Context: an optimization exercise on an open-source flow, tuned for small area and a short achievable clock period. The choices shown serve that exercise and are no tape-out recipe.
Only simulation tests tie the RTL to the original design; equivalence was not proved.
Power is estimated from default activity; no workload was simulated.

// QPU_V
module QPU_V(
  input clk,reset,RDY,
  input [15:0]IR,
  input IRQ1,IRQ2,
  input [7:0] A_result,
  input A_vin,A_cin,
  input [7:0] M_Din,
  input I1,I2,I3,I4,
  output [11:0] pc_out,
  output [9:0]  W_AddrO,
  output [7:0]  W_DoutO,
  output [9:0]  M_AddrO,
  output M_WEO,M_IO,
  output A_adc_sbc,A_cout,
  output [7:0] Op1,Op2,
  output [7:0] ST,OPS,RA,RF,RSP
);
Settings: LEC_CHECK=0, CAP_MARGIN=20, CORE_MARGIN=2, CORE_UTILIZATION=40, SETUP_SLACK_MARGIN=2.5, SLEW_MARGIN=20; clock period 6.0 ns.
run.sh (not shown) runs the stock make flow with config.mk's settings and CLKGATE_MAP_FILE= SYNTH_SCRIPT=/design/flow/synth_recipe.tcl, a recipe that flattens the netlist after the stock synthesis.
Edit:
SETUP_SLACK_MARGIN = 3.5   (was 2.5)
Fmax increases by 4.1%.
Register-to-register slack improved by 0.67 ns.
Sequential power goes down by about 2%.
Via count goes up by 6.4%.
Total power grows by 2.3%.
Sequential share of layout area is lower by 2.8 points.

* * *

Another version of the RTL of QPU_V (not shown whole).
Size in the first run: ~870 cells after synthesis, about 140 I/O pins, about 0.0072 mm^2 of cells after synthesis.
==> flow/config.mk <==
export PLATFORM = sky130hd
export DESIGN_NAME = QPU_V
export DESIGN_NICKNAME = QPU_V
export VERILOG_FILES = /design/flow/design.v
export SDC_FILE = /design/flow/constraint.sdc
export NUM_CORES = 4
export LEC_CHECK = 0
export CAP_MARGIN = 20
export CORE_MARGIN = 2
export CORE_UTILIZATION = 40
export SETUP_SLACK_MARGIN = 2.6
export SLEW_MARGIN = 20
export SYNTH_HIERARCHICAL = 1
export SYNTH_MINIMUM_KEEP_SIZE = 0
export TNS_END_PERCENT = 0
==> flow/constraint.sdc <==
create_clock -name core_clock -period 6.0 [get_ports {clk}]
set_input_delay 1.2000 -clock core_clock [delete_from_list [all_inputs] [get_ports {clk}]]
set_output_delay 1.2000 -clock core_clock [all_outputs]
set_load 0.01 [all_outputs]
standard.sh (not shown) runs the stock make flow with config.mk's settings and CLKGATE_MAP_FILE= SYNTH_SCRIPT=/design/flow/synth_recipe.tcl, a recipe that flattens the netlist after the stock synthesis.
==> flow/flow/run.sh <==
#!/bin/bash
# Standard ORFS layout (the standard.sh, unchanged synthesis), with the
# port buffers made as sky130_fd_sc_hd__buf_1 instead of the resizer's pick,
# and a clock tree of clkbuf_8 without dummy loads.
set -euo pipefail
cd "$(dirname "$0")/.."
bash standard.sh "BUFFER_PORTS_ARGS=-buffer_cell sky130_fd_sc_hd__buf_1" \
  "CTS_ARGS=-sink_clustering_enable -repair_clock_nets -dont_use_dummy_load -buf_list sky130_fd_sc_hd__clkbuf_8 -root_buf sky130_fd_sc_hd__clkbuf_8" \
  finish > flow_make.log 2>&1
The first run completed with no timing, DRC or antenna violations.
Next try:
CORE_UTILIZATION = 60   (was 40)
SETUP_SLACK_MARGIN = 3.0   (was 2.6)
=>
- combinational power came out higher by roughly a tenth
- final area came out higher by a few percent
- die area came out lower by a quarter to a third
- cell count came out lower by a few percent
- area after synthesis stays the same
- power came out higher by a few percent
- clock skew is about the same
- fmax came out higher by a little under a tenth
- global-route usage came out higher by 11 points
- routed wire length is about the same
- worst hold slack is better by 0.0050 ns

* * *

Another version of the RTL of QPU_V (not shown whole).
For scale: about 140 I/O pins.
export LEC_CHECK = 0
export CAP_MARGIN = 20
export CORE_MARGIN = 2
export CORE_UTILIZATION = 40
export PLACE_DENSITY = 0.8
export SETUP_SLACK_MARGIN = 3.0
export SLEW_MARGIN = 20
export SYNTH_HIERARCHICAL = 1
export SYNTH_MINIMUM_KEEP_SIZE = 0
export TNS_END_PERCENT = 0
create_clock -name core_clock -period 6.0 [get_ports {clk}]
Scripts as last shown in full above: flow/flow/run.sh
Next try:
- CORE_UTILIZATION: 40 -> 50
- PLACE_DENSITY: 0.8 -> 0.9
- SETUP_SLACK_MARGIN: 3.0 -> 3.3
What happened: The changed run finished with timing, DRC and antenna clean. Synthesized cell count stays the same. Power drops by 0.83%. Global-route usage climbs by 4.4 points. Hold slack barely changes. Die area came out lower by 19%. Routed wire length goes down by 2.8%. Clock skew grows by 0.0062 ns. Utilization is higher by 11 points. Cell area is lower by 1.1%. Setup slack gains 0.0084 ns.
Next try:
- CORE_UTILIZATION: 50 -> 60
- SETUP_SLACK_MARGIN: 3.3 -> 3.0
What happened: The new run finished clean. Wire length falls by about 2.3%. Flip-flop and latch count is unchanged. Worst hold slack is about the same. Setup slack improves by 0.032 ns.
Next try:
- CORE_UTILIZATION: 60 -> 40
- PLACE_DENSITY: 0.9 -> not set
Wire length came out higher by 7.0%.
Combinational power went up by about 1%.
Area after synthesis does not change.
First-iteration DRC count drops by 47%.
Final cell count grows by 7.2%.
Power is higher by 1.8%.
Global-route usage went down by 9.3 points.
Clock skew goes up by 0.0056 ns.
Non-clock buffer count stays the same.

* * *

QPU_V, a different RTL version from the one above (not shown whole).
For scale: ~800 cells after synthesis, roughly 110 flip-flops, roughly 140 I/O pins, ~0.0067 mm2 of cells after synthesis.
==> flow/config.mk <==
export PLATFORM = sky130hd
export DESIGN_NAME = QPU_V
export DESIGN_NICKNAME = QPU_V
export VERILOG_FILES = /design/flow/design.v
export SDC_FILE = /design/flow/constraint.sdc
export NUM_CORES = 4
export LEC_CHECK = 0
export CAP_MARGIN = 20
export CORE_MARGIN = 2
export CORE_UTILIZATION = 40
export PLACE_DENSITY = 0.8
export SETUP_SLACK_MARGIN = 3.0
export SLEW_MARGIN = 20
export SYNTH_HIERARCHICAL = 1
export SYNTH_MINIMUM_KEEP_SIZE = 0
export TNS_END_PERCENT = 0
==> flow/constraint.sdc <==
create_clock -name core_clock -period 6.0 [get_ports {clk}]
set_input_delay 1.2000 -clock core_clock [delete_from_list [all_inputs] [get_ports {clk}]]
set_output_delay 1.2000 -clock core_clock [all_outputs]
set_load 0.01 [all_outputs]
Scripts as last shown in full above: flow/flow/run.sh
The first run passed the timing, design-rule and antenna checks.
Change:
Settings changed: PLACE_DENSITY 0.8 to unset.
The new run completed without violations.
Design area goes up by 0.73%.
Final cell count goes up by 0.45%.
Area after synthesis does not change.
Sequential share of layout area goes down by 0.29 points.
Total power goes up by 0.38%.

[re-timing with driven ports]
How much do the figures lean on ideal ports? The routed layouts below were timed once more, with nothing changed but the port constraints.
Step 1 assumes that a clkbuf_16 drives the clock port and a buf_2 every other input.
Step 2 moves the port delays by t, midway between the first and last clock arrival at a register: inputs arrive t later, outputs are due t later. That takes back most of the time a late clock gives input paths.
Slacks: ideal / step 1 / step 2; pairs: ideal / step 1.
run	t, ns	setup slack, ns	latest minus earliest clock arrival (ns)	slew at the worst register clock pin (ns)
the first run of note 1	0.406	2.413 / 2.413 / 2.033	0.010 / 0.010	0.08 / 0.08
the second run of note 1	0.408	2.556 / 2.510 / 2.528	0.010 / 0.010	0.08 / 0.08
the first run of note 2	0.480	2.559 / 2.520 / 2.123	0.029 / 0.030	0.08 / 0.08
the second run of note 2	0.471	2.804 / 2.771 / 2.480	0.021 / 0.021	0.07 / 0.07
the first run of note 3	0.433	2.703 / 2.665 / 2.370	0.033 / 0.033	0.12 / 0.12
the second run of note 3	0.400	2.711 / 2.687 / 2.408	0.039 / 0.039	0.11 / 0.11
the third run of note 3	0.400	2.744 / 2.721 / 2.393	0.028 / 0.028	0.11 / 0.11
the fourth run of note 3	0.420	2.688 / 2.654 / 2.350	0.036 / 0.035	0.11 / 0.11
the first run of note 4	0.409	2.758 / 2.727 / 2.416	0.035 / 0.035	0.11 / 0.11
the second run of note 4	0.435	2.739 / 2.705 / 2.400	0.031 / 0.031	0.11 / 0.11
After both steps every run listed still meets setup and hold. For the first run of note 2, which loses most, drivers alone change the setup slack by -0.039 ns; drivers and shift together by -0.436 ns.
